What follows belongs to an exercise in optimizing a design on an open flow for small area; a production flow would make more cautious choices.
Function was checked by simulation only, so behaviour that the tests miss may differ from the original.
The clock port is modelled as an ideal driver; clocking choices that lean on that would not hold on a real chip.
Power figures rest on the tool's default switching activity, not on a simulated workload.

==> flow/design.v (excerpt) <==
module srcc( clk,reset,level,user1_up,user1_down,user2_up,user2_down ,col,row
        ,centre_r,centre_c,movement
         );
    input clk,user1_up,user1_down,user2_up,user2_down;
    input reset,level;
    output reg [7:0] col;
    output reg [7:0] row;
    output reg [2:0] centre_r,centre_c;
    output [2:0] movement;
    function [2:0] inc3;
        input [2:0] x;
        case (x)
            3'd0: inc3 = 3'd1; 3'd1: inc3 = 3'd2; 3'd2: inc3 = 3'd3; 3'd3: inc3 = 3'd4;
            3'd4: inc3 = 3'd5; 3'd5: inc3 = 3'd6; 3'd6: inc3 = 3'd7; default: inc3 = 3'd0;
        endcase
    endfunction
    function [2:0] dec3;
        input [2:0] x;
        case (x)
            3'd0: dec3 = 3'd7; 3'd1: dec3 = 3'd0; 3'd2: dec3 = 3'd1; 3'd3: dec3 = 3'd2;
            3'd4: dec3 = 3'd3; 3'd5: dec3 = 3'd4; 3'd6: dec3 = 3'd5; default: dec3 = 3'd6;
        endcase
    endfunction
    reg [2:0] js;
    always @(posedge clk)
        if (reset) js <= 3'b000;
        else       js <= {js[1:0], ~js[2]};
    wire tick = js[0] & ~js[1];
    reg pf; reg [4:0] qf;
    wire qf_e = ~qf[0] & qf[1] & ~qf[2] & ~qf[4];
    always @(posedge clk)
        if (reset)     begin pf <= 1'b0; qf <= 5'd10; end
        else if (qf_e) begin pf <= ~pf;  qf <= pf ? 5'd24 : 5'd16; end
        else           qf <= {qf[3:0], ~(qf[4] ^ qf[1])};
    reg ps; reg [5:0] qs;
    wire qs_e = qs[1] & ~qs[2] & qs[3] & ~qs[4] & ~qs[5];
    always @(posedge clk)
        if (reset)     begin ps <= 1'b0; qs <= 6'd11; end
        else if (qs_e) begin ps <= ~ps;  qs <= ps ? 6'd6 : 6'd12; end
        else           qs <= {qs[4:0], qs[5] ^ qs[0]};
    wire fast = pf;
    wire slow = ps;
    reg gclk, gclk_d;
    always @(posedge clk)
        if (reset) begin
            gclk   <= 1'b0;
  ...
==> flow/config.mk <==
export PLATFORM = sky130hd
export DESIGN_NAME = srcc
export DESIGN_NICKNAME = srcc
export VERILOG_FILES = /design/flow/design.v
export SDC_FILE = /design/flow/constraint.sdc
export NUM_CORES = 4
export LEC_CHECK = 0
export CAP_MARGIN = 20
export CORE_MARGIN = 2
export CORE_UTILIZATION = 55
export SLEW_MARGIN = 20
==> flow/constraint.sdc <==
create_clock -name core_clock -period 8.0 [get_ports {clk}]
set_input_delay 1.6000 -clock core_clock [delete_from_list [all_inputs] [get_ports {clk}]]
set_output_delay 1.6000 -clock core_clock [all_outputs]
set_load 0.01 [all_outputs]
standard.sh (not shown) runs the stock make flow with config.mk's settings and CLKGATE_MAP_FILE= SYNTH_SCRIPT=/design/flow/synth_recipe.tcl, a recipe that flattens the netlist after the stock synthesis.
==> flow/flow/run.sh <==
#!/bin/bash
# Own layout flow: the standard ORFS flow (standard.sh's make call) with
#  - the standard synthesis script, except that adders are left to ABC and
#    ABC runs an area-oriented script (flow/abc_area.script; if ABC fails on
#    it, flow/abc_safe.script);
#  - the smallest buffer for the port buffers;
#  - no dummy loads in clock tree synthesis, and clock buffers then sized
#    down while the clock-pin slew estimate allows (flow/post_cts.tcl).
# The make output goes to flow.log; each ORFS step logs to orfs/logs/.
set -euo pipefail
W=$(pwd)
F=$W/flow

mk_synth() {
  sed "s|log_cmd abc {\*}\$abc_args|set abc_args [lreplace \$abc_args 1 1 $1]\n  log_cmd abc {*}\$abc_args|" \
      "$FLOW_HOME/scripts/synth.tcl" > "$W/synth_own.tcl"
  grep -q "$1" "$W/synth_own.tcl"
}
mk_synth "$F/abc_area.script"
sed "s|\$::env(SCRIPTS_DIR)/synth.tcl|$W/synth_own.tcl|" "$W/synth_recipe.tcl" > "$W/synth_top.tcl"
grep -q "$W/synth_own.tcl" "$W/synth_top.tcl"

sed -e "s|SYNTH_SCRIPT=[^ ]*|SYNTH_SCRIPT=$W/synth_top.tcl ADDER_MAP_FILE= BUFFER_PORTS_ARGS='-buffer_cell sky130_fd_sc_hd__buf_1' POST_CTS_TCL=$F/post_cts.tcl CTS_ARGS='-sink_clustering_enable -repair_clock_nets -dont_use_dummy_load -buf_list sky130_fd_sc_hd__clkbuf_8 -root_buf sky130_fd_sc_hd__clkbuf_8'|" \
    "$W/standard.sh" > "$W/own.sh"
grep -q "synth_top.tcl" "$W/own.sh"

if ! bash "$W/own.sh" synth > "$W/synth.log" 2>&1; then
  mk_synth "$F/abc_safe.script"
  bash "$W/own.sh" synth > "$W/synth_safe.log" 2>&1
fi
bash "$W/own.sh" > "$W/flow.log" 2>&1
Other scripts of this flow, unchanged in this note and not shown: flow/flow/abc_area.script, flow/flow/abc_safe.script, flow/flow/post_cts.tcl
The baseline went through all stages and came out clean.
Change:
- CORE_UTILIZATION: 55 -> 40
The new run completed without violations; cell area is higher by 1.2%; count of clock-buffer cells in the layout stays the same; die area went up by 35%; global-route usage came out lower by 6.8 points; routed wire length went up by 1.4%; first-iteration DRC count goes down by 22%; via count rises by 1.4%; total power went down by 0.80%; sequential power hardly moves; register-to-register slack got worse by 0.06 ns.

## re-timing with driven ports
In the flow no input, the clock included, has a driving cell. The finished layouts below were timed again as built, in two steps.
Step 1, drivers: a clkbuf_16 drives clk and a buf_2 each remaining input, both assumed.
Step 2 times the ports against the registers' clock, not the clock port: input delays grow and output delays shrink by t, the midpoint of the rising clock arrivals with the driver on.
a / b / c = no drivers / after step 1 / after step 2; a / b = the first two.
run | t (ns) | setup slack, ns | worst setup path after step 2 | slew at the worst register clock pin (ns)
the first run | 0.536 | 4.120 / 4.097 / 4.633 | register to output | 0.11 / 0.11
the second run | 0.532 | 4.134 / 4.111 / 4.643 | register to output | 0.10 / 0.10
After both steps every run listed still meets setup and hold.
